Source: an optimization exercise on an open RTL-to-GDS flow (aim: small area). Production flows keep margins and buffers that such runs may drop.
In this exercise RTL edits were held to simulation tests only and were not proved equivalent to the original.
Power and IR drop assume default switching activity. No driver is modelled on the clock port, so clocking that relies on it looks cheaper here than on a real chip.

`flow/run.sh`:
```
#!/bin/bash
# synth_recipe.tcl (not shown) runs the flow's synth.tcl, then flattens the netlist and writes it again
# the make line also repeats each setting of config.mk as NAME=value (left out here)
make -C /OpenROAD-flow-scripts/flow DESIGN_CONFIG=/design/flow/config.mk WORK_HOME=/design/flow/orfs CLKGATE_MAP_FILE= SYNTH_SCRIPT=/design/flow/synth_recipe.tcl finish
```
`flow/config.mk`:
```
export PLATFORM = sky130hd
export DESIGN_NAME = voices
export DESIGN_NICKNAME = voices
export VERILOG_FILES = /design/flow/design.v
export SDC_FILE = /design/flow/constraint.sdc
export NUM_CORES = 4
export LEC_CHECK = 0
export CAP_MARGIN = 20
export CORE_MARGIN = 2
export CORE_UTILIZATION = 40
export CTS_BUF_LIST = sky130_fd_sc_hd__clkbuf_8
export CTS_CLUSTER_DIAMETER = 60
export CTS_CLUSTER_SIZE = 18
export SLEW_MARGIN = 20
```
`flow/constraint.sdc`:
```
create_clock -name core_clock -period 20.0 [get_ports {clk}]
set_input_delay 4.0000 -clock core_clock [delete_from_list [all_inputs] [get_ports {clk}]]
set_output_delay 4.0000 -clock core_clock [all_outputs]
set_load 0.01 [all_outputs]
```
`flow/design.v`:
```
module voices (
    input  logic        clk,
    input  logic        rst_n,
    input  logic        sample_strobe,
    input  logic [63:0] freq_in,
    input  logic [47:0] pulse_width_in,
    input  logic [31:0] wave_ctrl_in,
    input  logic [15:0] attack_in,
    input  logic [15:0] decay_in,
    input  logic [15:0] sustain_in,
    input  logic [15:0] release_in,
    output logic [15:0] left_out,
    output logic [15:0] right_out
);
logic [6:0] t;           
logic       run;         
logic [2:0] kb;          
logic       fresh;       
wire [4:0] u = t[4:0];
function automatic logic win(input logic [4:0] x, input integer lo, input integer hi);
    logic [31:0] m;
    integer k;
    for (k = 0; k < 32; k = k + 1) m[k] = (k >= lo) && (k <= hi);
    win = m[x];
endfunction
wire last = run & (kb == 3'd6) & (u == 5'd5);
logic b1, b2, b3;
always_comb begin
    case (kb)
        3'd1:    {b1, b2, b3} = {run, 1'b0, 1'b0};
        3'd2:    {b1, b2, b3} = {run, run, 1'b0};
        3'd3,
        3'd4:    {b1, b2, b3} = {run, run, run};
        3'd5:    {b1, b2, b3} = {1'b0, run, run};
        3'd6:    {b1, b2, b3} = {1'b0, 1'b0, run};
        default: {b1, b2, b3} = 3'b000;
    endcase
end
wire [1:0] v1 = t[6:5];            
always_ff @(posedge clk) begin
    if (!rst_n) begin
        t     <= 7'd0;
        run   <= 1'b0;
        fresh <= 1'b1;
    end else begin
        t <= t + 7'd1;
        if (!run) begin
            if (sample_strobe) begin
                run <= 1'b1;
                kb  <= 3'd0;
            end
        end else begin
            if (u == 5'd31) kb <= kb + 3'd1;
            if (last) begin
                run   <= 1'b0;
                fresh <= 1'b0;
            end
        end
    end
end
logic [127:0] X, Y;
logic xin17, xin25, yin1, yin17;    
always_ff @(posedge clk) begin
    X <= {X[126:25], xin25, X[23:17], xin17, X[15:0], X[127]};
    Y <= {Y[126:17], yin17, Y[15:1], yin1, Y[127]};
end
wire y0  = Y[0]  & ~fresh;
wire y1  = Y[1]  & ~fresh;
wire y2  = Y[2]  & ~fresh;
wire y16 = Y[16] & ~fresh;
wire x8  = X[8]  & ~fresh;
wire x16 = X[16] & ~fresh;
wire x2  = X[2]  | fresh;
wire x7  = X[7]  | fresh;
wire x24 = X[24] | fresh;
wire [3:0] sus_v = sustain_in[4*v1 +: 4];
wire       ss    = sus_v[u[1:0]];                  
wire       gate  = wave_ctrl_in[8*v1];
wire [3:0] att_v = attack_in[4*v1 +: 4];
wire [3:0] dec_v = decay_in[4*v1 +: 4];
wire [3:0] rel_v = release_in[4*v1 +: 4];
wire [15:0] frq_v = freq_in[16*v1 +: 16];
logic [11:0] pw_v;
logic [7:0]  wc_v;
always_comb begin
    case (v1)
        2'd0:    begin pw_v = pulse_width_in[47:36]; wc_v = wave_ctrl_in[31:24]; end
        2'd1:    begin pw_v = pulse_width_in[11:0];  wc_v = wave_ctrl_in[7:0];   end
        2'd2:    begin pw_v = pulse_width_in[23:12]; wc_v = wave_ctrl_in[15:8];  end
        default: begin pw_v = pulse_width_in[35:24]; wc_v = wave_ctrl_in[23:16]; end
    endcase
end
logic [2:0] st;          
logic       ge;          
logic       cmpe;        
logic       cyc, cye;    
function automatic logic [12:0] attack_k(input logic [3:0] c);
    case (c)
        4'd0:  attack_k = 13'd0;
        4'd1:  attack_k = 13'd1;
        4'd2:  attack_k = 13'd2;
        4'd3:  attack_k = 13'd3;
        4'd4:  attack_k = 13'd6;
        4'd5:  attack_k = 13'd9;
        4'd6:  attack_k = 13'd12;
        4'd7:  attack_k = 13'd14;
        4'd8:  attack_k = 13'd18;
        4'd9:  attack_k = 13'd46;
        4'd10: attack_k = 13'd93;
        4'd11: attack_k = 13'd149;
        4'd12: attack_k = 13'd187;
        4'd13: attack_k = 13'd561;
        4'd14: attack_k = 13'd937;
        default: attack_k = 13'd1499;
    endcase
endfunction
function automatic logic [12:0] dr_k(input logic [3:0] c);
    case (c)
        4'd0:  dr_k = 13'd0;
        4'd1:  dr_k = 13'd3;
        4'd2:  dr_k = 13'd8;
        4'd3:  dr_k = 13'd13;
        4'd4:  dr_k = 13'd20;
        4'd5:  dr_k = 13'd31;
        4'd6:  dr_k = 13'd37;
        4'd7:  dr_k = 13'd44;
        4'd8:  dr_k = 13'd55;
        4'd9:  dr_k = 13'd140;
        4'd10: dr_k = 13'd280;
        4'd11: dr_k = 13'd449;
        4'd12: dr_k = 13'd561;
        4'd13: dr_k = 13'd1687;
        4'd14: dr_k = 13'd2811;
        default: dr_k = 13'd4499;
    endcase
endfunction
function automatic logic [255:0] ktab(input logic dr);
    logic [255:0] m;
    logic [12:0]  k;
    integer c, b;
    for (c = 0; c < 16; c = c + 1) begin
        k = dr ? dr_k(c[3:0]) : attack_k(c[3:0]);
        for (b = 0; b < 16; b = b + 1)
            m[c*16 + b] = (b >= 3) ? k[b - 3] : 1'b0;
    end
    ktab = m;
endfunction
localparam logic [255:0] KATT = ktab(1'b0);
localparam logic [255:0] KDR  = ktab(1'b1);
wire [3:0] drc  = st[2] ? dec_v : rel_v;
wire       kbit = st[0] ? KDR[{drc, u[3:0]}] : KATT[{att_v, u[3:0]}];
wire gp    = st[2];
wire nogt  = ~(gate ^ gp);                  
wire clr   = ~nogt | ge | cmpe;             
wire step  = nogt & ~cmpe & ge & (st[0] | (st[2] & ~st[1]));
wire inc   = step & ~st[0];
wire setss = nogt & st[1];
logic [2:0] nst;
always_comb begin
    if (!gp) nst = gate ? 3'b100 : ((st[0] & ~cmpe) ? 3'b001 : 3'b000);
    else if (!gate) nst = 3'b001;
    else if (st[1]) nst = 3'b110;
    else nst = cmpe ? (st[0] ? 3'b110 : 3'b101) : st;
end
wire gef = (u == 5'd3) ? 1'b1 : ge;
wire cef = (u == 5'd8) ? 1'b1 : cmpe;
wire cyc_i = (u == 5'd19) ? 1'b1 : cyc;
wire cye_i = (u == 5'd16) ? 1'b1 : cye;
always_ff @(posedge clk) begin
    if (b1 & (u == 5'd2)) st <= {y0, y1, y2};
    if (b1 & win(u, 3, 15))
        ge <= (y0 & ~kbit) | (y0 & gef) | (~kbit & gef);
    if (b1 & win(u, 8, 15))
        cmpe <= ~st[0] ? (cef & x8) :
                st[2]  ? ((~x8 & ss) | (~x8 & cef) | (ss & cef)) :
                         (cef & ~x8);
    cyc <= cyc_i & y16;
    cye <= cye_i & ~(x16 ^ inc);
end
always_comb begin
    yin17 = Y[16];
    if (b1 & win(u, 16, 18))
        yin17 = (u[1:0] == 2'd0) ? nst[0] : (u[1:0] == 2'd1) ? nst[1] : nst[2];
    else if (b1 & win(u, 19, 31))
        yin17 = ~clr & (y16 ^ cyc_i);
end
always_comb begin
    xin17 = X[16];
    if (b1 & win(u, 16, 23))
        xin17 = setss ? ss : (step ? (x16 ^ cye_i) : x16);
end
logic pc, ovf, dly;
wire fbit = frq_v[u[3:0]];
wire pci  = (u == 5'd16) ? 1'b0 : pc;
wire pco  = (y0 & fbit) | (y0 & pci) | (fbit & pci);
always_comb begin
    yin1 = Y[0];
    if (b1 & u[4]) yin1 = y0 ^ fbit ^ pci;
end
always_ff @(posedge clk) begin
    pc  <= pco;
    if (b1 & (u == 5'd31)) ovf <= pco;
    dly <= x24;
end
always_comb begin
    xin25 = X[24];
    if (b2 & win(u, 0, 22))
        xin25 = ~ovf ? x24 : (u == 5'd0) ? (x2 ^ x7) : dly;
end
logic       pulse;       
logic [5:0] ph;          
logic [7:0] env;         
wire pwb = pw_v[u[3:0]];
wire puf = (u == 5'd0) ? 1'b1 : pulse;
always_ff @(posedge clk) begin
    if (b2 & win(u, 0, 11))
        pulse <= (Y[12] & ~pwb) | (Y[12] & puf) | (~pwb & puf);
    if (b2 & win(u, 6, 11))
        ph <= {Y[12], ph[5:1]};
    if (b2 & win(u, 0, 7))
        env <= {X[32], env[7:1]};
end
wire       mul = b2 & win(u, 16, 27);
wire [3:0] wi  = u[3:0];
wire       top = (wi == 4'd11);
function automatic logic [10:0] sine_lut(input logic [3:0] i);
    case (i)
        4'd0:  sine_lut = 11'd0;
        4'd1:  sine_lut = 11'd201;
        4'd2:  sine_lut = 11'd399;
        4'd3:  sine_lut = 11'd594;
        4'd4:  sine_lut = 11'd783;
        4'd5:  sine_lut = 11'd965;
        4'd6:  sine_lut = 11'd1137;
        4'd7:  sine_lut = 11'd1299;
        4'd8:  sine_lut = 11'd1447;
        4'd9:  sine_lut = 11'd1582;
        4'd10: sine_lut = 11'd1702;
        4'd11: sine_lut = 11'd1805;
        4'd12: sine_lut = 11'd1891;
        4'd13: sine_lut = 11'd1959;
        4'd14: sine_lut = 11'd2008;
        default: sine_lut = 11'd2037;
    endcase
endfunction
function automatic logic [255:0] stab();
    logic [255:0] m;
    logic [10:0]  l;
    integer c, b;
    for (c = 0; c < 16; c = c + 1) begin
        l = sine_lut(c[3:0]);
        for (b = 0; b < 16; b = b + 1)
            m[c*16 + b] = (b <= 10) ? l[b] : 1'b0;
    end
    stab = m;
endfunction
localparam logic [255:0] STAB = stab();
wire        lb  = STAB[{ph[3:0], wi}];
logic       sf;           
wire        sfi = (wi == 4'd0) ? ph[4] : sf;
always_ff @(posedge clk) sf <= ph[4] ? (sfi & lb) : (sfi | lb);
wire sine  = top ? (ph[5] ? (~ph[4] & ~sfi) : 1'b1)
                 : (lb ^ (ph[5] ? sfi : ph[4]));
wire saw   = Y[28];
wire trw   = top ? ph[5] : (saw ^ ph[5]);
logic noise;
always_comb begin
    case (wi)
        4'd4:  noise = X[44];
        4'd5:  noise = X[43];
        4'd6:  noise = X[41];
        4'd7:  noise = X[38];
        4'd8:  noise = X[37];
        4'd9:  noise = X[35];
        4'd10: noise = X[32];
        4'd11: noise = X[31];
        default: noise = 1'b0;
    endcase
end
wire wave = (|wc_v[7:3]) & (~wc_v[5] | saw) & (~wc_v[4] | trw) &
            (~wc_v[6] | pulse) & (~wc_v[7] | noise) & (~wc_v[3] | sine);
wire sbit = mul & (top ? ~wave : wave);
logic [7:0] acc;
wire       neg = sbit & top;
wire [7:0] xb  = {8{sbit}} & (env ^ {8{top}});
logic [8:0] cy;
logic [7:0] sm;
always_comb begin
    cy[0] = neg;
    for (int k = 0; k < 8; k++) begin
        sm[k]   = acc[k] ^ xb[k] ^ cy[k];
        cy[k+1] = (acc[k] & xb[k]) | (acc[k] & cy[k]) | (xb[k] & cy[k]);
    end
end
wire arith = (b2 & win(u, 28, 31)) | (b3 & win(u, 0, 3));
always_ff @(posedge clk) acc <= {arith ? acc[7] : (cy[8] ^ neg), sm[7:1]};
wire pbit = sm[0];
logic [17:0] mix;
logic        mc;
wire mixw  = (b2 & win(u, 20, 31)) | (b3 & win(u, 0, 5));
wire first = (kb == 3'd2) | ((kb == 3'd3) & win(u, 0, 5));
wire mm    = ~first & mix[0];
wire mci   = (u == 5'd20) ? 1'b0 : mc;
always_ff @(posedge clk) begin
    mc <= (pbit & mm) | (pbit & mci) | (mm & mci);
    if (!rst_n) mix[17:2] <= 16'h0;
    else if (mixw) mix <= {pbit ^ mm ^ mci, mix[17:1]};
end
assign left_out  = mix[17:2];
assign right_out = mix[17:2];
endmodule
```
==> results of run 1 <==
-- final timing paths --
kind,endpoint,cells after the start,slack [ns]
max,acc[7]$_DFFE_PN_,17,10.86
min,Y[64]$_DFF_P_,0,0.32
max reg2reg,acc[7]$_DFFE_PN_,19,13.13
min reg2reg,Y[64]$_DFF_P_,0,0.32
-- placed cells by master (no fill, tap or decap), types with 23 or more instances in the layout --
cell type	netlist	final
o21ai_0	31	31
edfxtp_1	27	27
dfxtp_1	294	292
nor2_1	23	23
a21oi_1	24	24
nand2_1	41	41
mux2i_1	37	37
clkdlybuf4s50_1	0	234
mux4_2	49	49
inv_1	27	32
nor2b_1	36	36
-- sequential cells by signal, indices dropped and copies added (netlist names), 3 cells and up --
signal  flops
X         128
Y         128
acc         8
env         8
kb          3
mix        18
ph          6
st          3
t           7
-- per-stage QoR --
step	worst slack, ns	area (µm²)	hold slack (ns)	total power [mW]	std cells
2_1_floorplan	11.14	11200	0.310	0.725	858
3_3_place_gp	10.36	13700	0.310	0.782	1405
3_5_place_dp	10.29	13700	0.312	0.784	1405
4_1_cts	10.84	14100	0.311	1.08	1436
5_1_grt	10.65	14100	0.323	1.11	1436
6_report	10.86	14100	0.320	1.07	1436
-- critical path, delay by kind of cell --
family	cells	cell delay [ns]
XOR/XNOR	1	0.14
multiplexers	1	0.54
buffers and inverters	3	0.52
adder cells (fa/ha/maj)	8	2.83
AO/OA/AOI/OAI	4	1.38
-- layout make-up --
type,instances,area share
well taps,378,0.0336
clock buffers,22,0.0215
clock inverters,9,0.00436
multi-input cells,435,0.286
repair buffers,241,0.170
flip-flops and latches,321,0.476
inverters,30,0.00801
-- cells by family after synthesis --
group / after synthesis
AND/OR/NAND/NOR: 163
adder cells (fa/ha/maj): 31
buffers and inverters: 102
flip-flops: 321
multiplexers: 99
XOR/XNOR: 9
AO/OA/AOI/OAI: 133
-- where the power goes --
| group | switching, mW | internal, mW | leakage [nW] |
|---|---|---|---|
| logic | 0.0461 | 0.0638 | 2.39 |
| registers | 0.00398 | 0.656 | 2.63 |
| clock network | 0.190 | 0.105 | 0.206 |
| total | 0.240 | 0.825 | 5.23 |
-- metal layers --
layer  up-vias  GRT usage
met3        47     0.0313
met5         -          0
met4         0     0.0413
met1      3431      0.279
met2       210      0.272
li1       3406          -
==> flow_metrics.env, run 1 <==
export IMPL_status="timing/DRC/antenna clean"
export IMPL_crit_path_cell_trace="clkdlybuf4s50_1 -> mux4_1 -> inv_1 -> o22ai_1 -> a2111oi_4 -> a211o_1 -> o22a_1 -> fa_1 -> inv_1 -> fa_1 -> fa_1 -> fa_1 -> fa_1 -> fa_1 -> fa_1 -> fa_1 -> xnor2_1"
export IMPL_grt_pass1_wl_mm=41.5
export IMPL_async_flop_share=0
export IMPL_synth_mux_area_frac=0.150
export IMPL_antenna_left=0
export IMPL_first_pass_iters=5
export IMPL_relSlewSlack=0.306
export IMPL_rsz0062_at_grt="no"
export IMPL_yosysUniqueCellTypes=69
export IMPL_cts_sink_count=321
export IMPL_diodes=0
export IMPL_port_buffer_count=234
export IMPL_cpMaxStageDelayCell="a2111oi_4"
export IMPL_cts_tree="yes"
export IMPL_h_tree_depth=1
export IMPL_startpoint="wave_ctrl_in[6]"
export IMPL_clk_path_buf_depth=3
export IMPL_wl_met2_mm=11.5
export IMPL_synth_edf_count=27
export IMPL_yosys_warnings=1
export IMPL_dieArea_um2=29500
export IMPL_syn_area_um2=11200
export IMPL_drt_wl_total_mm=26.6
export IMPL_met1Wirelength_mm=13.1
export IMPL_max_freq_mhz=109
export IMPL_ys_flop_type="dfxtp_1"
export IMPL_cp_start_kind="input pin"
export IMPL_cts_buffers=22
export IMPL_holdBufCountCts=0
export IMPL_core_area_um2=27700
export IMPL_post_cts_buffers=0
export IMPL_wl_met3_mm=1.46
export IMPL_endpoint_kind="register"
export IMPL_synth_cells=858
export IMPL_yosysSeqAreaShare=0.595
export IMPL_antenna_found_initial=0
export IMPL_highest_layer="met4"
export IMPL_cts_resized=0
export IMPL_finalHoldViolCount=0
export IMPL_period_share=0.457
export IMPL_fp_dieW_um=172
export IMPL_fin_crit_ns=9.14
export IMPL_synth_simple_area_share=0.0753
export IMPL_arrival_ns=9.42
export IMPL_path_class="in2reg"
export IMPL_die_h_um=172
export IMPL_slowest_delay_ns=0.62
export IMPL_area_growth_pct=25.0
export IMPL_drv_slew=0
export IMPL_synth_commonest_cells="dfxtp_1, mux4_2, nand2_1, mux2i_1, nor2b_1"
export IMPL_vias_per_cell=4.94
export IMPL_yosysMostFrequentCell="dfxtp_1"
export IMPL_p_leak_nw=5.23
export IMPL_syn_nets=1099
export IMPL_wl_per_cell_um=18.5
export IMPL_grt_ovfl_total=0
export IMPL_grt_max_degree=43
export IMPL_hold_class="reg2reg"
export IMPL_clk_latency_ns=0.56
export IMPL_drc=0
export IMPL_yosys_area_top_type="dfxtp_1"
export IMPL_cap_violations=0
export IMPL_gp_congestion=0.865
export IMPL_crit_top_cell="fa_1"
export IMPL_cts_root_buf="clkbuf_8"
export IMPL_cellPowerDensity_nw_per_um2=75.8
export IMPL_clk_pin_slew_ns=0.10
export IMPL_synth_adder_area_share=0.0409
export IMPL_final_layout_size_suffix_gt1_frac=0.100
export IMPL_critPathMaxFanout=10
export IMPL_route_vias_total=7094
export IMPL_synth_area_leaders="dfxtp_1, mux4_2, edfxtp_1, mux2i_1, ha_1"
export IMPL_n_fill_cell=2429
export IMPL_fin_skew_ns=0.0410
export IMPL_fin_setup_tns_ns=0
export IMPL_timing_rr_start="t[0]$_SDFF_PN0_"
export IMPL_synthXorXnorAreaFrac=0.00767
export IMPL_drt_iter0_markers=474
export IMPL_netlist_area_leader_share=0.523
export IMPL_synth_top_family_by_area="multiplexers"
export IMPL_start_util=0.406
export IMPL_synth_compound_area_frac=0.0830
export IMPL_worstPathRequired_ns=20.28
export IMPL_tightest_slew_ns=1.03
export IMPL_grt_pass1_vias=7146
export IMPL_grt_usage=0.183
export IMPL_avgSynthCellArea_um2=13.1
export IMPL_peakVddDrop_v=0.0000523
export IMPL_rows=61
export IMPL_worstHoldStart="Y[63]$_DFF_P_"
export IMPL_setup_violations=0
export IMPL_io_pins=243
export IMPL_fin_util=0.508
export IMPL_fin_nets=1292
export IMPL_seqCellArea_um2=6700
export IMPL_yosys_register_bits=321
export IMPL_detailed_place_hpwl_mm=19.2
export IMPL_multi_input_area_um2=4020
==> run 2, diff against run 1 <==
--- a/flow/config.mk
+++ b/flow/config.mk
@@ -9,6 +9,6 @@
 export CORE_MARGIN = 2
 export CORE_UTILIZATION = 40
-export CTS_BUF_LIST = sky130_fd_sc_hd__clkbuf_8
-export CTS_CLUSTER_DIAMETER = 60
-export CTS_CLUSTER_SIZE = 18
+export CTS_BUF_LIST = sky130_fd_sc_hd__clkbuf_16
+export CTS_CLUSTER_DIAMETER = 100
+export CTS_CLUSTER_SIZE = 30
 export SLEW_MARGIN = 20
==> run 2 against run 1 <==
Critical path depth stayed put. Via count is 0.55% lower. Clock skew is 0.024 ns lower. Highest routed layer unchanged. Count of clock-buffer cells in the layout is 7 lower. First-iteration DRC count is 10% higher.
==> flow_metrics.env, run 2 <==
export IMPL_status="timing/DRC/antenna clean"
export IMPL_synth_cells=858
export IMPL_die_h_um=172
export IMPL_cts_resized=0
export IMPL_top_usage_layer="met1"
export IMPL_post_cts_buffers=0
export IMPL_fin_setup_tns_ns=0
export IMPL_critPathBufInv=3
export IMPL_crit_top_cell="fa_1"
export IMPL_hold_class="reg2reg"
export IMPL_synth_commonest_cells="dfxtp_1, mux4_2, nand2_1, mux2i_1, nor2b_1"
export IMPL_cap_violations=0
export IMPL_rr_worst_depth=19
export IMPL_drt_iter0_markers=522
export IMPL_period_share=0.460
export IMPL_critPathMaxFanout=10
export IMPL_route_vias_total=7055
export IMPL_detailed_place_hpwl_mm=19.2
export IMPL_start_util=0.406
export IMPL_fin_skew_ns=0.0165
export IMPL_fin_crit_ns=9.19
export IMPL_rows=61
export IMPL_dp_cells=1405
export IMPL_path_class="in2reg"
export IMPL_drc=0
export IMPL_antenna_found_initial=0
export IMPL_min_path_cells=0
export IMPL_peakVddDrop_v=0.0000707
export IMPL_diodes=0
export IMPL_async_flop_share=0
export IMPL_cellPowerDensity_nw_per_um2=77.2
export IMPL_max_freq_mhz=109
export IMPL_cts_tree="yes"
export IMPL_cts_sink_count=321
export IMPL_synth_area_leaders="dfxtp_1, mux4_2, edfxtp_1, mux2i_1, ha_1"
export IMPL_slowest_delay_ns=0.63
export IMPL_reg_top3="X x128, Y x128, mix x18"
export IMPL_crit_cells=17
export IMPL_setup_violations=0
export IMPL_finalHoldViolCount=0
export IMPL_cp_start_kind="input pin"
export IMPL_grt_met2_usage=0.270
export IMPL_grt_pass1_vias=7054
export IMPL_yosys_register_bits=321
export IMPL_synth_edf_count=27
export IMPL_wl_per_cell_um=18.4
export IMPL_grt_ovfl_total=0
export IMPL_port_buffer_count=234
export IMPL_h_tree_depth=1
export IMPL_dieArea_um2=29500
export IMPL_cts_buffers=14
export IMPL_rsz0062_at_grt="no"
export IMPL_yosysMostFrequentCell="dfxtp_1"
export IMPL_gp_congestion=0.865
export IMPL_layout_common_cells="dfxtp_1, clkdlybuf4s50_1, mux4_2, nand2_1, mux2i_1"
export IMPL_first_pass_iters=5
export IMPL_clk_latency_ns=0.48
export IMPL_grt_usage=0.181
export IMPL_fp_dieW_um=172
export IMPL_p_leak_nw=5.23
export IMPL_final_layout_size_suffix_gt1_frac=0.0918
export IMPL_worstPathRequired_ns=20.23
export IMPL_clk_path_buf_depth=3
export IMPL_cts_root_buf="clkbuf_16"
export IMPL_critical_path_top_delay_family="adder cells"
export IMPL_arrival_ns=9.43
export IMPL_final_common_cell="dfxtp_1"
export IMPL_grt_pass1_wl_mm=41.1
export IMPL_grt_max_degree=43
export IMPL_yosys_area_top_type="dfxtp_1"
export IMPL_yosysSeqAreaShare=0.595
export IMPL_drt_wl_total_mm=26.2
export IMPL_regToRegSetupSlack_ns=13.14
export IMPL_cpMaxStageDelayCell="a2111oi_4"
export IMPL_netlist_area_leader_share=0.523
export IMPL_yosysUniqueCellTypes=69
export IMPL_ys_flop_type="dfxtp_1"
export IMPL_vias_per_cell=4.95
export IMPL_yosys_warnings=1
export IMPL_use_met1=0.278
export IMPL_tightest_slew_ns=1.07
export IMPL_use_met3=0.0285
export IMPL_avgSynthCellArea_um2=13.1
export IMPL_holdBufCountCts=0
export IMPL_endpoint_kind="register"
export IMPL_clk_pin_slew_ns=0.11
export IMPL_drv_slew=0
export IMPL_area_growth_pct=25.3
export IMPL_core_area_um2=27700
export IMPL_fin_nets=1284
export IMPL_layout_cells_non_filler=1424
export IMPL_crit_path_cell_trace="clkdlybuf4s50_1 -> mux4_1 -> inv_1 -> o22ai_1 -> a2111oi_4 -> a211o_1 -> o22a_1 -> fa_1 -> inv_1 -> fa_1 -> fa_1 -> fa_1 -> fa_1 -> fa_1 -> fa_1 -> fa_1 -> xnor2_1"
export IMPL_io_pins=243
export IMPL_relSlewSlack=0.281
export IMPL_syn_nets=1099
export IMPL_syn_area_um2=11200
export IMPL_antenna_left=0
[run 2: cell count changes in the layout (fill, tap and decap cells not counted), sizes merged]
| cell | delta |
|---|---|
| clkinv | -2 |
| clkbuf | -7 |
| inv | -3 |
[run 2: area by class of cell]
class | instances | area (µm²)
inverters | 30 | 113
clock buffers | 15 | 375
repair buffers | 241 | 2390
clock inverters | 4 | 22.5
multi-input cells | 435 | 4020
fillers | 2413 | 13600
flip-flops and latches | 321 | 6700
well taps | 378 | 473
[run 2: worst paths after layout]
| check | start | endpoint |
|---|---|---|
| worst max register to register | t[0]$_SDFF_PN0_ | acc[7]$_DFFE_PN_ |
| worst min-delay path | X[26]$_DFF_P_ | X[27]$_DFF_P_ |
| worst max-delay path | wave_ctrl_in[6] | acc[7]$_DFFE_PN_ |
| worst min register to register | X[26]$_DFF_P_ | X[27]$_DFF_P_ |
[run 2: per-stage QoR]
step / util / hold WS, ns / total power [mW] / worst slack (ns) / area [µm²]
5_1_grt: 0.509 / 0.334 / 1.13 / 10.61 / 14100
3_3_place_gp: 0.494 / 0.310 / 0.782 / 10.36 / 13700
4_1_cts: 0.509 / 0.327 / 1.10 / 10.81 / 14100
6_report: 0.509 / 0.328 / 1.09 / 10.81 / 14100
2_1_floorplan: - / 0.310 / 0.725 / 11.14 / 11200
3_5_place_dp: 0.494 / 0.312 / 0.784 / 10.29 / 13700
[run 2: kinds of logic (layout without fill, tap and decap cells)]
| family | Yosys count | in the layout | synth area share |
|---|---|---|---|
| fa+ha+maj | 31 | 31 | 0.0409 |
| flops | 321 | 321 | 0.595 |
| buf+inv | 102 | 290 | 0.0480 |
| compound gates | 133 | 133 | 0.0830 |
| simple gates | 163 | 163 | 0.0753 |
| xor+xnor | 9 | 9 | 0.00767 |
| mux | 99 | 99 | 0.150 |
[run 2: per-layer routing]
layer  up-vias  wire, µm
met4         0       436
met3        33      1430
met2       198     11400
met1      3436     13000
met5         -         0
li1       3388         -
[run 2: report_power, final]
group | internal (mW) | total [mW] | switching [mW] | leakage, nW
sequential | 0.656 | 0.660 | 0.00399 | 2.63
clock | 0.138 | 0.318 | 0.181 | 0.207
combinational | 0.0638 | 0.110 | 0.0460 | 2.39
total | 0.858 | 1.09 | 0.231 | 5.23
==> run 3, diff against run 2 <==
==> flow/flow/run.sh (new file) <==
#!/bin/bash
# Standard ORFS layout, with the port buffers made of the smallest buffer cell.
set -euo pipefail
export BUFFER_PORTS_ARGS="-buffer_cell sky130_fd_sc_hd__buf_1"
bash standard.sh finish > standard.log 2>&1
==> flow/standard.sh (new file) <==
#!/bin/bash
# synth_recipe.tcl (not shown) runs the flow's synth.tcl, then flattens the netlist and writes it again
# the make line also repeats each setting of config.mk as NAME=value (left out here)
make -C /OpenROAD-flow-scripts/flow DESIGN_CONFIG=/design/flow/config.mk WORK_HOME=/design/flow/orfs CLKGATE_MAP_FILE= SYNTH_SCRIPT=/design/flow/synth_recipe.tcl "${@:-finish}"
removed: flow/run.sh
==> run 3 against run 2 <==
First-iteration DRC count is 17% higher. Flip-flop and latch count stayed put. Setup slack better by 0.27 ns. Global-route usage is 0.99 points lower. Sequential power hardly changed. Wire length is 5.6% lower. Combinational power is 22% lower. Highest routed layer unchanged. Utilization is 5.2 points lower. Worst hold slack worse by 0.0047 ns. Count of clock-buffer cells in the layout stayed put. Area after synthesis stayed put.
==> flow_metrics.env, run 3 <==
export IMPL_period_share=0.446
export IMPL_yosys_area_top_type="dfxtp_1"
export IMPL_drc=0
export IMPL_final_layout_size_suffix_gt1_frac=0.0932
export IMPL_cp_start_kind="input pin"
export IMPL_arrival_ns=9.16
export IMPL_grt_ovfl_total=0
export IMPL_yosysUniqueCellTypes=69
export IMPL_endpoint_kind="register"
export IMPL_timing_rr_start="t[0]$_SDFF_PN0_"
export IMPL_fin_nets=1287
export IMPL_cts_sink_count=321
export IMPL_fin_crit_ns=8.92
export IMPL_dieArea_um2=29500
export IMPL_yosysMostFrequentCell="dfxtp_1"
export IMPL_tightest_slew_ns=1.00
export IMPL_synth_adder_area_share=0.0409
export IMPL_rsz0062_at_grt="no"
export IMPL_final_common_cell="dfxtp_1"
export IMPL_cts_root_buf="clkbuf_16"
export IMPL_n_fill_cell=2561
export IMPL_p_leak_nw=4.62
export IMPL_cts_buffers=14
export IMPL_relSlewSlack=0.320
export IMPL_yosys_register_bits=321
export IMPL_cap_violations=0
export IMPL_antenna_found_initial=1
export IMPL_synth_simple_area_share=0.0753
export IMPL_finalHoldViolCount=0
export IMPL_fp_dieW_um=172
export IMPL_drt_iter0_markers=613
export IMPL_post_cts_buffers=0
export IMPL_gp_congestion=0.874
export IMPL_worst_hold_path_endpoint="Y[12]$_DFF_P_"
export IMPL_synth_commonest_cells="dfxtp_1, mux4_2, nand2_1, mux2i_1, nor2b_1"
export IMPL_port_buffer_count=234
export IMPL_antenna_left=0
export IMPL_grt_pass1_vias=7157
export IMPL_start_util=0.406
export IMPL_detailed_place_hpwl_mm=17.7
export IMPL_first_pass_iters=5
export IMPL_synth_cells=858
export IMPL_h_tree_depth=1
export IMPL_status="timing/DRC/antenna clean"
export IMPL_grt_pass1_wl_mm=39.4
export IMPL_fin_util=0.457
export IMPL_layout_common_cells="dfxtp_1, buf_1, mux4_2, nand2_1, mux2i_1"
export IMPL_cts_tree="yes"
export IMPL_die_h_um=172
export IMPL_worstPathRequired_ns=20.24
export IMPL_wl_per_cell_um=17.3
export IMPL_async_flop_share=0
export IMPL_rr_worst_depth=19
export IMPL_area_growth_pct=12.6
export IMPL_synthXorXnorAreaFrac=0.00767
export IMPL_grt_max_degree=43
export IMPL_critPathMaxFanout=10
export IMPL_setup_violations=0
export IMPL_route_vias_total=7174
export IMPL_path_class="in2reg"
export IMPL_clk_path_buf_depth=3
export IMPL_yosysSeqAreaShare=0.595
export IMPL_fin_skew_ns=0.0122
export IMPL_synth_mux_area_frac=0.150
export IMPL_synth_compound_area_frac=0.0830
export IMPL_synth_edf_count=27
export IMPL_reg_top3="X x128, Y x128, mix x18"
export IMPL_core_area_um2=27700
export IMPL_synth_top_family_by_area="multiplexers"
export IMPL_r2r_end="acc[7]$_DFFE_PN_"
export IMPL_grt_usage=0.172
export IMPL_min_path_cells=0
export IMPL_vias_per_cell=5.02
export IMPL_syn_area_um2=11200
export IMPL_max_freq_mhz=112
export IMPL_drv_slew=0
export IMPL_holdBufCountCts=0
export IMPL_synth_area_leaders="dfxtp_1, mux4_2, edfxtp_1, mux2i_1, ha_1"
export IMPL_hold_class="reg2reg"
export IMPL_cellPowerDensity_nw_per_um2=84.1
export IMPL_yosys_warnings=1
export IMPL_clk_pin_slew_ns=0.11
export IMPL_worstHoldStart="Y[11]$_DFF_P_"
export IMPL_io_pins=243
export IMPL_regToRegSetupSlack_ns=13.09
export IMPL_avgSynthCellArea_um2=13.1
export IMPL_netlist_area_leader_share=0.523
export IMPL_ys_flop_type="dfxtp_1"
export IMPL_fin_setup_tns_ns=0
export IMPL_rows=61
export IMPL_syn_nets=1099
export IMPL_clk_latency_ns=0.49
export IMPL_cts_resized=0
export IMPL_peakVddDrop_v=0.0000459
export IMPL_drt_wl_total_mm=24.8
-- run 3: cell counts after synthesis --
No cell type changed its count.
-- run 3: cell families after synthesis --
kind of cell    Yosys count
compound gates          133
buf+inv                 102
fa+ha+maj                31
flops                   321
mux                      99
xor+xnor                  9
simple gates            163
-- run 3: power by group --
group / leakage [nW] / switching [mW] / total, mW / internal, mW
logic: 1.77 / 0.0468 / 0.0853 / 0.0385
clock network: 0.216 / 0.182 / 0.320 / 0.138
registers: 2.63 / 0.00400 / 0.660 / 0.656
total: 4.62 / 0.233 / 1.07 / 0.832
-- run 3: cell type report --
type / count / area [µm²] / share of cell area
sequential: 321 / 6700 / 0.529
multi-input combinational: 435 / 4020 / 0.317
timing repair buffer: 244 / 953 / 0.0753
tap: 378 / 473 / 0.0374
clock buffer: 15 / 375 / 0.0296
inverter: 30 / 113 / 0.00889
clock inverter: 6 / 27.5 / 0.00217
antenna: 1 / 2.50 / 0.000198
-- run 3: how the worst max path moves through the flow --
stage               depth (start not counted)  slack, ns          endpoint       startpoint
floorplan                                  17      11.14  acc[7]$_DFFE_PN_  wave_ctrl_in[5]
global placement                           17      10.61  acc[7]$_DFFE_PN_  wave_ctrl_in[5]
detailed placement                         17      10.57  acc[7]$_DFFE_PN_  wave_ctrl_in[5]
CTS                                        17      11.09  acc[7]$_DFFE_PN_  wave_ctrl_in[5]
global route                               17      10.83  acc[7]$_DFFE_PN_  wave_ctrl_in[6]
finish                                     17      11.08  acc[7]$_DFFE_PN_  wave_ctrl_in[5]
-- run 3: stage by stage --
step	std cells	setup slack [ns]	hold slack, ns	area, µm²	total power, mW
floorplan	858	11.14	0.310	11200	0.725
global placement	1408	10.61	0.310	12300	0.757
detailed placement	1408	10.57	0.312	12300	0.758
CTS	1429	11.09	0.324	12700	1.07
global route	1429	10.83	0.329	12700	1.11
finish	1430	11.08	0.323	12700	1.07
-- run 3: worst max-delay path, stage by stage --
cell       delay (ns)
buf_1            0.07
mux4_1           0.55
inv_1            0.08
o22ai_1          0.10
a2111oi_4        0.61
a211o_1          0.48
o22a_1           0.22
fa_1             0.17
inv_1            0.05
fa_1             0.37
fa_1             0.38
fa_1             0.39
fa_1             0.39
fa_1             0.39
fa_1             0.38
fa_1             0.39
xnor2_1          0.13
-- run 3: per-layer routing --
metal / part of all wire / wire (µm) / global-route usage / vias up
li1: - / - / - / 3402
met1: 0.51 / 12600 / 0.270 / 3508
met2: 0.41 / 10100 / 0.239 / 233
met3: 0.070 / 1730 / 0.0343 / 31
met4: 0.015 / 383 / 0.0409 / 0
met5: 0 / 0 / 0 / -
==> run 4, diff against run 3 <==
--- a/flow/config.mk
+++ b/flow/config.mk
@@ -8,7 +8,7 @@
 export CAP_MARGIN = 20
 export CORE_MARGIN = 2
-export CORE_UTILIZATION = 40
-export CTS_BUF_LIST = sky130_fd_sc_hd__clkbuf_16
-export CTS_CLUSTER_DIAMETER = 100
-export CTS_CLUSTER_SIZE = 30
+export CORE_UTILIZATION = 60
+export CTS_BUF_LIST = sky130_fd_sc_hd__clkbuf_8
+export CTS_CLUSTER_DIAMETER = 40
+export CTS_CLUSTER_SIZE = 20
 export SLEW_MARGIN = 20
==> run 4 against run 3 <==
Critical endpoint unchanged. Maximum frequency grew 1.8%. Flip-flop and latch count is the same. Synthesized cell count is the same. Critical path depth is the same. Global-route usage grew 6.0 points. Worst hold slack lost 0.0016 ns. Utilization grew 23 points. Still clean. Largest cell class unchanged.
==> flow_metrics.env, run 4 <==
export IMPL_final_common_cell="dfxtp_1"
export IMPL_cp_start_kind="input pin"
export IMPL_drc=0
export IMPL_n_fill_cell=1426
export IMPL_grt_pass1_vias=7011
export IMPL_cap_violations=0
export IMPL_crit_top_cell="fa_1"
export IMPL_yosys_area_top_type="dfxtp_1"
export IMPL_antenna_found_initial=0
export IMPL_area_growth_pct=13.0
export IMPL_cts_buffers=28
export IMPL_placed_area_um2=12100
export IMPL_synth_commonest_cells="dfxtp_1, mux4_2, nand2_1, mux2i_1, nor2b_1"
export IMPL_cts_resized=0
export IMPL_slowest_delay_ns=0.61
export IMPL_reg_top3="X x128, Y x128, mix x18"
export IMPL_arrival_ns=9.08
export IMPL_drv_slew=0
export IMPL_yosysUniqueCellTypes=69
export IMPL_r2r_end="acc[7]$_DFFE_PN_"
export IMPL_worst_hold_path_endpoint="X[4]$_DFF_P_"
export IMPL_timing_rr_start="t[1]$_SDFF_PN0_"
export IMPL_rr_worst_depth=19
export IMPL_peakVddDrop_v=0.0000616
export IMPL_critPathBufInv=3
export IMPL_dieArea_um2=19900
export IMPL_layout_common_cells="dfxtp_1, buf_1, mux4_2, nand2_1, mux2i_1"
export IMPL_route_vias_total=7077
export IMPL_clk_pin_slew_ns=0.10
export IMPL_synth_area_leaders="dfxtp_1, mux4_2, edfxtp_1, mux2i_1, ha_1"
export IMPL_max_freq_mhz=114
export IMPL_die_h_um=141
export IMPL_antenna_left=0
export IMPL_start_util=0.605
export IMPL_finalHoldViolCount=0
export IMPL_drt_iter0_markers=515
export IMPL_wl_per_cell_um=17.3
export IMPL_ys_flop_type="dfxtp_1"
export IMPL_h_tree_depth=1
export IMPL_grt_max_degree=44
export IMPL_syn_nets=1099
export IMPL_highest_layer="met4"
export IMPL_async_flop_share=0
export IMPL_first_pass_iters=5
export IMPL_diodes=0
export IMPL_syn_area_um2=11200
export IMPL_synth_edf_count=27
export IMPL_worstPathRequired_ns=20.32
export IMPL_wl_met2_mm=10.2
export IMPL_min_path_cells=0
export IMPL_rsz0062_at_grt="no"
export IMPL_endpoint_kind="register"
export IMPL_cts_sink_count=321
export IMPL_wl_met3_mm=1.45
export IMPL_fp_dieW_um=141
export IMPL_cpMaxStageDelayCell="a2111oi_4"
export IMPL_post_cts_buffers=0
export IMPL_crit_path_cell_trace="buf_1 -> mux4_1 -> inv_1 -> o22ai_1 -> a2111oi_4 -> a211o_1 -> o22a_1 -> fa_1 -> inv_1 -> fa_1 -> fa_1 -> fa_1 -> fa_1 -> fa_1 -> fa_1 -> fa_1 -> xnor2_1"
export IMPL_design_area_um2=12700
export IMPL_period_share=0.438
export IMPL_detailed_place_hpwl_mm=15.8
export IMPL_avgSynthCellArea_um2=13.1
export IMPL_met1Wirelength_mm=10.5
export IMPL_yosysSeqAreaShare=0.595
export IMPL_setup_violations=0
export IMPL_fin_nets=1300
export IMPL_drt_wl_total_mm=22.7
export IMPL_core_area_um2=18600
export IMPL_tightest_slew_ns=1.01
export IMPL_grt_pass1_wl_mm=36.3
export IMPL_power_mw=1.14
export IMPL_port_buffer_count=234
export IMPL_fin_crit_ns=8.76
export IMPL_p_leak_nw=4.73
export IMPL_regToRegSetupSlack_ns=13.28
export IMPL_netlist_area_leader_share=0.523
export IMPL_startpoint="wave_ctrl_in[6]"
export IMPL_grt_usage=0.232
export IMPL_rows=50
export IMPL_crit_cells=17
export IMPL_io_pins=243
export IMPL_critical_path_top_delay_family="adder cells"
export IMPL_hold_class="reg2reg"
export IMPL_synth_cells=858
export IMPL_worstHoldStart="X[3]$_DFF_P_"
export IMPL_clk_latency_ns=0.58
export IMPL_holdBufCountCts=0
export IMPL_cellPowerDensity_nw_per_um2=89.4
export IMPL_grt_ovfl_total=0
export IMPL_cts_root_buf="clkbuf_8"
export IMPL_yosysMostFrequentCell="dfxtp_1"
export IMPL_path_class="in2reg"
export IMPL_gp_congestion=0.916
export IMPL_clk_path_buf_depth=3
export IMPL_critPathMaxFanout=10
export IMPL_vias_per_cell=5.39
export IMPL_fin_setup_tns_ns=0
export IMPL_yosys_warnings=1
export IMPL_yosys_register_bits=321
export IMPL_relSlewSlack=0.316
export IMPL_status="timing/DRC/antenna clean"
export IMPL_fin_skew_ns=0.0365
export IMPL_final_layout_size_suffix_gt1_frac=0.120
export IMPL_cts_tree="yes"
## run 4: changes by cell type in the layout (fill, tap and decap cells not counted), sizes merged
cell / before / now
inv: 35 / 41
diode: 1 / 0
clkbuf: 15 / 30
clkinvlp: 0 / 2
clkinv: 1 / 7
buf: 244 / 243
## run 4: how the worst max path moves through the flow
stage / to / slack (ns)
4_1_cts: acc[7]$_DFFE_PN_ / 11.23
3_5_place_dp: acc[7]$_DFFE_PN_ / 10.63
2_1_floorplan: acc[7]$_DFFE_PN_ / 11.14
6_report: acc[7]$_DFFE_PN_ / 11.24
5_1_grt: acc[7]$_DFFE_PN_ / 10.99
3_3_place_gp: acc[7]$_DFFE_PN_ / 10.69
## run 4: logic make-up (layout without fill, tap and decap cells)
logic type,Yosys count,in the layout,synth area share
DFF,321,321,0.595
adders and majority gates,31,31,0.0409
and+or+nand+nor,163,163,0.0753
xor gates and xnor gates,9,9,0.00767
muxes,99,99,0.150
AOI/OAI and AO/OA,133,133,0.0830
buffers and inverters,102,323,0.0480
## run 4: per-stage QoR
step	instances	utilization	worst slack, ns	hold WS, ns
after detailed placement	1263	0.650	10.63	0.312
after global routing	1313	0.684	10.99	0.322
after CTS	1313	0.684	11.23	0.324
final	1313	0.684	11.24	0.322
after floorplan	858	-	11.14	0.310
after global placement	1263	0.650	10.69	0.310
## run 4: metal layers
| layer | vias to the layer above | track usage |
|---|---|---|
| li1 | 3460 | - |
| met1 | 3312 | 0.335 |
| met2 | 264 | 0.361 |
| met3 | 41 | 0.0411 |
| met4 | 0 | 0.0700 |
| met5 | - | 0 |
## run 4: final cells by class
cell class,instances,area (µm²),area share
clock buffer,30,413,0.0325
clock inverter,20,229,0.0180
inverter,30,113,0.00886
multi-input combinational,435,4020,0.316
sequential,321,6700,0.527
tap,234,293,0.0230
timing repair buffer,243,946,0.0744
## run 4: power by group
| group | total (mW) | internal, mW | switching [mW] |
|---|---|---|---|
| Sequential | 0.660 | 0.656 | 0.00421 |
| Clock | 0.396 | 0.160 | 0.236 |
| Combinational | 0.0812 | 0.0381 | 0.0431 |
==> run 5, diff against run 4 <==
--- a/flow/config.mk
+++ b/flow/config.mk
@@ -8,7 +8,7 @@
 export CAP_MARGIN = 20
 export CORE_MARGIN = 2
-export CORE_UTILIZATION = 60
+export CORE_UTILIZATION = 40
 export CTS_BUF_LIST = sky130_fd_sc_hd__clkbuf_8
-export CTS_CLUSTER_DIAMETER = 40
-export CTS_CLUSTER_SIZE = 20
+export CTS_CLUSTER_DIAMETER = 60
+export CTS_CLUSTER_SIZE = 18
 export SLEW_MARGIN = 20
==> run 5 against run 4 <==
Largest power group unchanged. Global-route usage decreased by 6.0 points. Maximum frequency decreased by 1.1%. Critical endpoint unchanged. Combinational power increased by 4.9%. Still clean. Critical path type unchanged.
==> flow_metrics.env, run 5 <==
export IMPL_status="timing/DRC/antenna clean"
export IMPL_netlist_area_leader_share=0.523
export IMPL_critPathMaxFanout=10
export IMPL_hold_class="reg2reg"
export IMPL_port_buffer_count=234
export IMPL_cts_tree="yes"
export IMPL_seqCellArea_um2=6700
export IMPL_synth_cells=858
export IMPL_cap_violations=0
export IMPL_multi_input_area_um2=4020
export IMPL_first_pass_iters=5
export IMPL_dieArea_um2=29500
export IMPL_area_growth_pct=12.4
export IMPL_rows=61
export IMPL_finalHoldViolCount=0
export IMPL_hold_slack_ns=0.316
export IMPL_cts_resized=0
export IMPL_final_common_cell="dfxtp_1"
export IMPL_clk_path_buf_depth=3
export IMPL_synth_mux_area_frac=0.150
export IMPL_relSlewSlack=0.327
export IMPL_holdBufCountCts=0
export IMPL_core_area_um2=27700
export IMPL_antenna_found_initial=1
export IMPL_layout_cells_non_filler=1440
export IMPL_drc=0
export IMPL_ys_flop_type="dfxtp_1"
export IMPL_yosysSeqAreaShare=0.595
export IMPL_fin_crit_ns=8.86
export IMPL_synth_simple_area_share=0.0753
export IMPL_gp_congestion=0.874
export IMPL_route_vias_total=7217
export IMPL_p_leak_nw=4.62
export IMPL_tightest_slew_ns=1.00
export IMPL_synth_commonest_cells="dfxtp_1, mux4_2, nand2_1, mux2i_1, nor2b_1"
export IMPL_grt_ovfl_total=0
export IMPL_synth_area_leaders="dfxtp_1, mux4_2, edfxtp_1, mux2i_1, ha_1"
export IMPL_drt_wl_total_mm=24.8
export IMPL_synth_edf_count=27
export IMPL_h_tree_depth=1
export IMPL_layout_common_cells="dfxtp_1, buf_1, mux4_2, nand2_1, mux2i_1"
export IMPL_post_cts_buffers=0
export IMPL_wl_per_cell_um=17.2
export IMPL_synth_compound_area_frac=0.0830
export IMPL_cts_buffers=22
export IMPL_cellPowerDensity_nw_per_um2=83.0
export IMPL_clk_pin_slew_ns=0.11
export IMPL_endpoint_kind="register"
export IMPL_period_share=0.443
export IMPL_yosys_area_top_type="dfxtp_1"
export IMPL_worstHoldStart="X[42]$_DFF_P_"
export IMPL_peakVddDrop_v=0.0000610
export IMPL_yosysUniqueCellTypes=69
export IMPL_final_layout_size_suffix_gt1_frac=0.102
export IMPL_fin_skew_ns=0.0387
export IMPL_detailed_place_hpwl_mm=17.7
export IMPL_n_fill_cell=2572
export IMPL_syn_nets=1099
export IMPL_synthXorXnorAreaFrac=0.00767
export IMPL_drt_iter0_markers=529
export IMPL_max_freq_mhz=113
export IMPL_reg_top3="X x128, Y x128, mix x18"
export IMPL_synth_top_family_by_area="multiplexers"
export IMPL_yosys_warnings=1
export IMPL_drv_slew=0
export IMPL_fin_setup_tns_ns=0
export IMPL_dp_cells=1408
export IMPL_grt_pass1_wl_mm=39.4
export IMPL_cp_start_kind="input pin"
export IMPL_grt_max_degree=43
export IMPL_fin_nets=1295
export IMPL_worstPathRequired_ns=20.29
export IMPL_avgSynthCellArea_um2=13.1
export IMPL_synth_adder_area_share=0.0409
export IMPL_timing_rr_start="t[0]$_SDFF_PN0_"
export IMPL_grt_pass1_vias=7243
export IMPL_yosysMostFrequentCell="dfxtp_1"
export IMPL_vias_per_cell=5.01
export IMPL_path_class="in2reg"
export IMPL_fp_dieW_um=172
export IMPL_die_h_um=172
export IMPL_setup_violations=0
export IMPL_arrival_ns=9.15
export IMPL_syn_area_um2=11200
export IMPL_antenna_left=0
export IMPL_cts_sink_count=321
export IMPL_grt_usage=0.172
export IMPL_clk_latency_ns=0.56
export IMPL_start_util=0.406
export IMPL_yosys_register_bits=321
export IMPL_startpoint="wave_ctrl_in[5]"
export IMPL_rsz0062_at_grt="no"
export IMPL_async_flop_share=0
export IMPL_cts_root_buf="clkbuf_8"
export IMPL_io_pins=243
[run 5: worst max-delay path: stages]
cell and delay, ns:
buf_1 0.07, mux4_1 0.55, inv_1 0.08, o22ai_1 0.10, a2111oi_4 0.61, a211o_1 0.48
o22a_1 0.22, fa_1 0.17, inv_1 0.05, fa_1 0.37, fa_1 0.38, fa_1 0.39
fa_1 0.39, fa_1 0.39, fa_1 0.38, fa_1 0.38, xnor2_1 0.13
[run 5: power breakdown]
group | internal [mW] | switching (mW) | leakage (nW) | total, mW
clock network | 0.118 | 0.187 | 0.215 | 0.305
logic | 0.0385 | 0.0467 | 1.77 | 0.0852
registers | 0.656 | 0.00398 | 2.63 | 0.660
[run 5: per-layer routing]
metal,vias to the layer above,track usage,share of wire
met5,-,0,0
met4,0,0.0424,0.015
met3,33,0.0382,0.073
met2,244,0.239,0.41
met1,3516,0.267,0.51
li1,3424,-,-
[run 5: cell type report]
class | count | area share
Antenna cell | 1 | 0.000198
Inverter | 30 | 0.00891
Timing Repair Buffer | 244 | 0.0754
Sequential cell | 321 | 0.530
Clock inverter | 9 | 0.00653
Clock buffer | 22 | 0.0239
Tap cell | 378 | 0.0374
Multi-Input combinational cell | 435 | 0.318
[run 5: final timing paths]
path / slack (ns) / endpoint / cells past startpoint
worst max-delay path: 11.14 / acc[7]$_DFFE_PN_ / 17
worst min-delay path: 0.32 / X[43]$_DFF_P_ / 0
worst max register to register: 13.11 / acc[7]$_DFFE_PN_ / 19
worst min register to register: 0.32 / X[43]$_DFF_P_ / 0
[run 5: metrics by stage]
stage	power, mW	util	worst slack (ns)	instance area, µm²
after floorplan	0.725	-	11.14	11200
after global placement	0.757	0.442	10.61	12300
after detailed placement	0.758	0.442	10.57	12300
after CTS	1.06	0.456	11.15	12600
after global routing	1.10	0.456	10.89	12600
final	1.05	0.456	11.14	12600
[run 5: logic make-up after synthesis]
group / Yosys count
XOR/XNOR: 9
flip-flops: 321
adder cells (fa/ha/maj): 31
buffers and inverters: 102
AND/OR/NAND/NOR: 163
AO/OA/AOI/OAI: 133
multiplexers: 99
==> run 6, diff against run 5 <==
--- a/flow/design.v
+++ b/flow/design.v
@@ -304,8 +304,7 @@
 always_ff @(posedge clk) begin
     mc <= (pbit & mm) | (pbit & mci) | (mm & mci);
-    if (!rst_n) mix[17:2] <= 16'h0;
-    else if (mixw) mix <= {pbit ^ mm ^ mci, mix[17:1]};
+    if (mixw) mix <= {pbit ^ mm ^ mci, mix[17:1]};
 end
-assign left_out  = mix[17:2];
-assign right_out = mix[17:2];
+assign left_out  = mix[17:2] & {16{~fresh}};
+assign right_out = mix[17:2] & {16{~fresh}};
 endmodule
==> flow/flow/run.sh (replaced) <==
#!/bin/bash
# Standard ORFS layout, with the port buffers made of the smallest buffer cell
# and a clock tree of clkbuf_8 cells without dummy loads.
set -euo pipefail
export BUFFER_PORTS_ARGS="-buffer_cell sky130_fd_sc_hd__buf_1"
export CTS_ARGS="-sink_clustering_enable -repair_clock_nets -buf_list sky130_fd_sc_hd__clkbuf_8 -sink_clustering_size 18 -sink_clustering_max_diameter 60 -dont_use_dummy_load"
bash standard.sh finish > standard.log 2>&1
==> run 6 against run 5 <==
Largest cell class unchanged. Count of clock-buffer cells in the layout is 1 lower. Total power is 3.4% lower. Still clean on timing, DRC and antenna. Critical path depth is 1 lower. Global-route usage is 1.2 points lower. First-iteration DRC count is 7.8% lower. Register-to-register slack worse by 0.48 ns. Via count is 2.6% lower. Wire length is 5.7% lower. Flip-flop and latch count stayed put.
==> flow_metrics.env, run 6 <==
export IMPL_cts_buffers=21
export IMPL_endpoint_kind="register"
export IMPL_yosysUniqueCellTypes=65
export IMPL_post_cts_buffers=0
export IMPL_final_layout_size_suffix_gt1_frac=0.0924
export IMPL_tightest_slew_ns=1.06
export IMPL_synth_edf_count=43
export IMPL_fin_crit_ns=8.67
export IMPL_yosysSeqAreaShare=0.613
export IMPL_cts_tree="yes"
export IMPL_grt_usage=0.160
export IMPL_reg_top3="X x128, Y x128, mix x18"
export IMPL_drc=0
export IMPL_async_flop_share=0
export IMPL_route_vias_total=7030
export IMPL_yosys_register_bits=321
export IMPL_syn_area_um2=11200
export IMPL_clk_latency_ns=0.53
export IMPL_syn_nets=1076
export IMPL_path_class="in2reg"
export IMPL_rows=61
export IMPL_area_growth_pct=12.5
export IMPL_h_tree_depth=1
export IMPL_critical_path_top_delay_family="adder cells"
export IMPL_cts_root_buf="clkbuf_8"
export IMPL_cp_start_kind="input pin"
export IMPL_port_buffer_count=234
export IMPL_finalHoldViolCount=0
export IMPL_core_area_um2=27600
export IMPL_fp_dieW_um=171
export IMPL_gp_congestion=0.864
export IMPL_hold_class="reg2reg"
export IMPL_n_fill_cell=2592
export IMPL_layout_common_cells="dfxtp_1, buf_1, mux4_2, edfxtp_1, nand2_1"
export IMPL_synth_area_leaders="dfxtp_1, edfxtp_1, mux4_2, mux2i_1, ha_1"
export IMPL_clk_pin_slew_ns=0.11
export IMPL_cts_resized=0
export IMPL_drv_slew=0
export IMPL_cellPowerDensity_nw_per_um2=80.6
export IMPL_final_common_cell="dfxtp_1"
export IMPL_dieArea_um2=29300
export IMPL_rsz0062_at_grt="no"
export IMPL_slowest_delay_ns=0.55
export IMPL_status="timing/DRC/antenna clean"
export IMPL_arrival_ns=8.95
export IMPL_holdBufCountCts=0
export IMPL_critPathBufInv=2
export IMPL_first_pass_iters=5
export IMPL_clk_path_buf_depth=3
export IMPL_worstPathRequired_ns=20.29
export IMPL_critPathMaxFanout=8
export IMPL_drt_iter0_markers=488
export IMPL_synth_commonest_cells="dfxtp_1, mux4_2, edfxtp_1, nand2_1, nor2b_1"
export IMPL_netlist_area_leader_share=0.497
export IMPL_io_pins=243
export IMPL_cts_sink_count=321
export IMPL_fin_setup_tns_ns=0
export IMPL_crit_top_cell="fa_1"
export IMPL_cpMaxStageDelayCell="or4_1"
export IMPL_vias_per_cell=4.96
export IMPL_yosys_warnings=1
export IMPL_period_share=0.433
export IMPL_avgSynthCellArea_um2=13.4
export IMPL_p_leak_nw=4.54
export IMPL_grt_pass1_wl_mm=36.7
export IMPL_crit_path_cell_trace="buf_1 -> mux4_2 -> or4_1 -> o211a_1 -> o2111ai_1 -> mux2_2 -> fa_1 -> inv_1 -> fa_1 -> fa_1 -> fa_1 -> fa_1 -> fa_1 -> fa_1 -> fa_1 -> xnor2_1"
export IMPL_start_util=0.405
export IMPL_max_freq_mhz=115
export IMPL_ys_flop_type="dfxtp_1"
export IMPL_antenna_found_initial=0
export IMPL_drt_wl_total_mm=23.4
export IMPL_diodes=0
export IMPL_fin_nets=1282
export IMPL_cap_violations=0
export IMPL_peakVddDrop_v=0.0000667
export IMPL_synth_cells=835
export IMPL_yosys_area_top_type="dfxtp_1"
export IMPL_wl_per_cell_um=16.5
export IMPL_grt_ovfl_total=0
export IMPL_fin_skew_ns=0.0212
export IMPL_detailed_place_hpwl_mm=16.6
export IMPL_die_h_um=171
export IMPL_setup_violations=0
export IMPL_relSlewSlack=0.287
export IMPL_yosysMostFrequentCell="dfxtp_1"
export IMPL_antenna_left=0
export IMPL_grt_pass1_vias=6740
export IMPL_power_mw=1.01
export IMPL_grt_max_degree=51
-- run 6: cells by family (layout without fill, tap and decap cells) --
group           after synthesis  after routing  share of synthesized area
buf+inv                      87            291                     0.0382
fa+ha+maj                    32             32                     0.0422
mux                          95             95                      0.147
xor+xnor                      8              8                    0.00626
flops                       321            321                      0.613
compound gates              126            126                     0.0777
simple gates                166            166                     0.0759
-- run 6: cell type report --
cell class              instances  area [µm²]  share of cell area
well taps                     378         473              0.0376
clock buffers                  21         289              0.0230
multi-input cells             427        3920               0.312
repair buffers                241         931              0.0740
flip-flops and latches        321        6860               0.545
inverters                      29         109             0.00865
-- run 6: worst register-to-register path, cell delays in order (launching register included) --
cell and delay (ns):
dfxtp_2 0.71, inv_2 0.39, ha_1 0.57, nor2_1 0.40, o21a_1 0.16, a221oi_1 0.07
a2111oi_0 0.63, nor3_1 0.18, mux2i_1 0.16, o2111ai_1 0.54, mux2_2 0.29, fa_1 0.16
inv_1 0.05, fa_1 0.37, fa_1 0.38, fa_1 0.38, fa_1 0.39, fa_1 0.39
fa_1 0.39, fa_1 0.38, xnor2_1 0.13
-- run 6: path summary, 6_finish.rpt --
check | start | to | slack (ns) | cells after the start
setup / recovery | wave_ctrl_in[19] | acc[7]$_DFFE_PN_ | 11.33 | 16
setup reg to reg | t[0]$_SDFF_PN0_ | acc[7]$_DFFE_PN_ | 12.63 | 20
hold / removal | X[111]$_DFF_P_ | X[112]$_DFF_P_ | 0.32 | 0
hold reg to reg | X[111]$_DFF_P_ | X[112]$_DFF_P_ | 0.32 | 0
-- run 6: per-stage QoR --
step / instance area, µm² / hold WS, ns / util / worst slack (ns) / instances
6_report: 12600 / 0.322 / 0.456 / 11.33 / 1417
5_1_grt: 12600 / 0.332 / 0.456 / 11.17 / 1417
4_1_cts: 12600 / 0.312 / 0.455 / 11.32 / 1417
3_5_place_dp: 12300 / 0.312 / 0.445 / 10.74 / 1396
3_3_place_gp: 12300 / 0.310 / 0.445 / 10.77 / 1396
2_1_floorplan: 11200 / 0.310 / - / 11.14 / 835
-- run 6: metal layers --
metal | vias to the layer above | part of all wire | track usage
li1 | 3390 | - | -
met1 | 3397 | 0.49 | 0.240
met2 | 203 | 0.44 | 0.243
met3 | 40 | 0.055 | 0.0272
met4 | 0 | 0.016 | 0.0346
met5 | - | 0 | 0
-- run 6: power breakdown --
part	leakage [nW]	switching [mW]	internal, mW
registers	2.65	0.00642	0.663
clock network	0.151	0.173	0.0950
logic	1.74	0.0410	0.0362
total	4.54	0.221	0.794
==> run 7, diff against run 6 <==
==> flow/flow/run.sh (replaced) <==
#!/bin/bash
# Standard ORFS layout, with the port buffers made of the smallest buffer cell
# and a clock tree of clkbuf_8 cells without dummy loads.
set -euo pipefail
export BUFFER_PORTS_ARGS="-buffer_cell sky130_fd_sc_hd__buf_1"
export CTS_ARGS="-sink_clustering_enable -repair_clock_nets -buf_list sky130_fd_sc_hd__clkbuf_16 -sink_clustering_size 36 -sink_clustering_max_diameter 80 -dont_use_dummy_load"
bash standard.sh finish > standard.log 2>&1
==> run 7 against run 6 <==
Clock power grew 4%. Clock skew is essentially flat. Maximum frequency shrank 0.48%. Sequential power is essentially flat. First-iteration DRC count shrank 4.7%. Synthesized cell count is the same. Still clean on timing, DRC and antenna. Non-clock buffer count is the same. Flip-flop and latch count is the same. Setup slack lost 0.042 ns. Wire length shrank 0.69%.
==> flow_metrics.env, run 7 <==
export IMPL_setup_violations=0
export IMPL_multi_input_area_um2=3920
export IMPL_detailed_place_hpwl_mm=16.6
export IMPL_drv_slew=0
export IMPL_dieArea_um2=29300
export IMPL_diodes=0
export IMPL_finalHoldViolCount=0
export IMPL_avgSynthCellArea_um2=13.4
export IMPL_seqCellArea_um2=6860
export IMPL_fin_setup_tns_ns=0
export IMPL_clk_latency_ns=0.48
export IMPL_endpoint_kind="register"
export IMPL_n_fill_cell=2586
export IMPL_fin_crit_ns=8.71
export IMPL_layout_common_cells="dfxtp_1, buf_1, mux4_2, edfxtp_1, nand2_1"
export IMPL_antenna_left=0
export IMPL_netlist_area_leader_share=0.497
export IMPL_drc=0
export IMPL_cts_resized=0
export IMPL_status="timing/DRC/antenna clean"
export IMPL_synth_edf_count=43
export IMPL_p_leak_nw=4.54
export IMPL_wl_per_cell_um=16.5
export IMPL_cts_tree="yes"
export IMPL_grt_pass1_wl_mm=36.2
export IMPL_relSlewSlack=0.271
export IMPL_grt_pass1_vias=6618
export IMPL_cp_start_kind="input pin"
export IMPL_min_path_cells=0
export IMPL_rows=61
export IMPL_drt_wl_total_mm=23.2
export IMPL_synth_area_leaders="dfxtp_1, edfxtp_1, mux4_2, mux2i_1, ha_1"
export IMPL_cts_buffers=12
export IMPL_gp_congestion=0.864
export IMPL_grt_usage=0.158
export IMPL_yosysUniqueCellTypes=65
export IMPL_synth_cells=835
export IMPL_clk_pin_slew_ns=0.12
export IMPL_syn_area_um2=11200
export IMPL_area_growth_pct=12.6
export IMPL_period_share=0.435
export IMPL_cts_root_buf="clkbuf_16"
export IMPL_critPathMaxFanout=8
export IMPL_cap_violations=0
export IMPL_io_pins=243
export IMPL_worstPathRequired_ns=20.24
export IMPL_cellPowerDensity_nw_per_um2=81.5
export IMPL_timing_rr_start="t[0]$_SDFF_PN0_"
export IMPL_arrival_ns=8.95
export IMPL_final_layout_size_suffix_gt1_frac=0.0845
export IMPL_h_tree_depth=1
export IMPL_antenna_found_initial=0
export IMPL_peakVddDrop_v=0.0000852
export IMPL_ys_flop_type="dfxtp_1"
export IMPL_path_class="in2reg"
export IMPL_clk_path_buf_depth=3
export IMPL_drt_iter0_markers=465
export IMPL_die_h_um=171
export IMPL_fin_skew_ns=0.0216
export IMPL_worst_hold_path_endpoint="X[78]$_DFF_P_"
export IMPL_fin_nets=1273
export IMPL_grt_max_degree=51
export IMPL_met1Wirelength_mm=11.6
export IMPL_layout_cells_non_filler=1408
export IMPL_worstHoldStart="X[77]$_DFF_P_"
export IMPL_synth_commonest_cells="dfxtp_1, mux4_2, edfxtp_1, nand2_1, nor2b_1"
export IMPL_post_cts_buffers=0
export IMPL_wl_met3_um=999
export IMPL_yosysSeqAreaShare=0.613
export IMPL_async_flop_share=0
export IMPL_highest_layer="met4"
export IMPL_tightest_slew_ns=1.09
export IMPL_final_common_cell="dfxtp_1"
export IMPL_yosys_area_top_type="dfxtp_1"
export IMPL_dp_cells=1396
export IMPL_rsz0062_at_grt="no"
export IMPL_port_buffer_count=234
export IMPL_start_util=0.405
export IMPL_reg_top3="X x128, Y x128, mix x18"
export IMPL_vias_per_cell=4.95
export IMPL_holdBufCountCts=0
export IMPL_wl_met2_mm=10.3
export IMPL_r2r_end="acc[7]$_DFFE_PN_"
export IMPL_rr_worst_depth=20
export IMPL_grt_ovfl_total=0
export IMPL_yosys_register_bits=321
export IMPL_fp_dieW_um=171
export IMPL_syn_nets=1076
export IMPL_cts_sink_count=321
export IMPL_first_pass_iters=5
export IMPL_yosys_warnings=1
export IMPL_regToRegSetupSlack_ns=12.60
export IMPL_core_area_um2=27600
export IMPL_route_vias_total=6968
export IMPL_hold_class="reg2reg"
export IMPL_yosysMostFrequentCell="dfxtp_1"
export IMPL_max_freq_mhz=115
## run 7: worst max-delay path by stage
| stage | startpoint | endpoint | slack, ns | cells past startpoint |
|---|---|---|---|---|
| CTS | wave_ctrl_in[19] | acc[7]$_DFFE_PN_ | 11.24 | 16 |
| detailed placement | wave_ctrl_in[19] | acc[7]$_DFFE_PN_ | 10.74 | 16 |
| floorplan | wave_ctrl_in[19] | acc[7]$_DFFE_PN_ | 11.14 | 15 |
| finish | wave_ctrl_in[19] | acc[7]$_DFFE_PN_ | 11.29 | 16 |
| global placement | wave_ctrl_in[19] | acc[7]$_DFFE_PN_ | 10.77 | 16 |
| global route | wave_ctrl_in[19] | acc[7]$_DFFE_PN_ | 11.11 | 16 |
## run 7: cell families after synthesis
kind of cell | share of synthesized area
buf+inv | 0.0382
mux | 0.147
simple gates | 0.0759
compound gates | 0.0777
flops | 0.613
fa+ha+maj | 0.0422
xor+xnor | 0.00626
## run 7: final cells by class
cell class | instances | area share
Sequential cell | 321 | 0.545
Multi-Input combinational cell | 427 | 0.311
Timing Repair Buffer | 241 | 0.0739
Tap cell | 378 | 0.0375
Clock buffer | 12 | 0.0238
Inverter | 29 | 0.00864
## run 7: power breakdown
part / switching, mW / internal [mW] / total [mW]
Combinational: 0.0411 / 0.0362 / 0.0772
Clock: 0.169 / 0.110 / 0.279
Sequential: 0.00649 / 0.663 / 0.670
Total: 0.217 / 0.809 / 1.03
## run 7: critical path: stages
cell	delay, ns
buf_1	0.06
mux4_2	0.51
or4_1	0.55
o211a_1	0.26
o2111ai_1	0.25
mux2_2	0.29
fa_1	0.16
inv_1	0.05
fa_1	0.37
fa_1	0.38
fa_1	0.38
fa_1	0.39
fa_1	0.39
fa_1	0.39
fa_1	0.38
xnor2_1	0.13
## run 7: through the flow
| step | hold WS (ns) | power, mW | util | setup slack (ns) | area (µm²) |
|---|---|---|---|---|---|
| floorplan | 0.310 | 0.729 | - | 11.14 | 11200 |
| global placement | 0.310 | 0.759 | 0.445 | 10.77 | 12300 |
| detailed placement | 0.312 | 0.761 | 0.445 | 10.74 | 12300 |
| CTS | 0.338 | 1.04 | 0.455 | 11.24 | 12600 |
| global route | 0.341 | 1.07 | 0.456 | 11.11 | 12600 |
| finish | 0.334 | 1.03 | 0.456 | 11.29 | 12600 |
## run 7: layer usage
metal  vias to the layer above  track usage
met2                       180        0.241
li1                       3378            -
met4                         0       0.0287
met3                        25       0.0242
met1                      3385        0.239
met5                         -            0

[separate check: timing with driven ports]
Ports are ideal in the flow. The routed layouts listed here were re-timed in OpenROAD.
Step 1: set_driving_cell puts a clkbuf_16 on clk and a buf_2 on each other input, an assumption about the parent block.
Step 2, shift: input delay + t, output delay - t, t = (earliest + latest rising clock arrival at the registers) / 2. This alone moves slack from input paths to output paths.
Slacks: no drivers / after step 1 / after step 2; pairs: no drivers / after step 1.
| run | t, ns | slack for setup (ns) | hold slack, ns | worst setup path after step 2 | slew at the worst register clock pin (ns) |
|---|---|---|---|---|---|
| run 1 | 0.582 | 10.857 / 10.864 / 10.282 | 0.320 / 0.320 / 0.320 | input to register | 0.11 / 0.11 |
| run 2 | 0.516 | 10.807 / 10.815 / 10.300 | 0.328 / 0.328 / 0.328 | input to register | 0.12 / 0.12 |
| run 3 | 0.528 | 11.081 / 11.108 / 10.580 | 0.323 / 0.323 / 0.323 | input to register | 0.11 / 0.11 |
| run 4 | 0.606 | 11.237 / 11.254 / 10.648 | 0.322 / 0.322 / 0.322 | input to register | 0.11 / 0.11 |
| run 5 | 0.585 | 11.137 / 11.158 / 10.574 | 0.316 / 0.316 / 0.316 | input to register | 0.11 / 0.11 |
| run 6 | 0.555 | 11.334 / 11.348 / 10.793 | 0.322 / 0.322 / 0.322 | input to register | 0.11 / 0.11 |
| run 7 | 0.512 | 11.292 / 11.310 / 10.798 | 0.334 / 0.334 / 0.334 | input to register | 0.12 / 0.12 |
After both steps setup and hold are still met in every run listed. The setup slack of run 4, which loses most, moves by +0.017 ns with the drivers and by -0.589 ns with both steps.
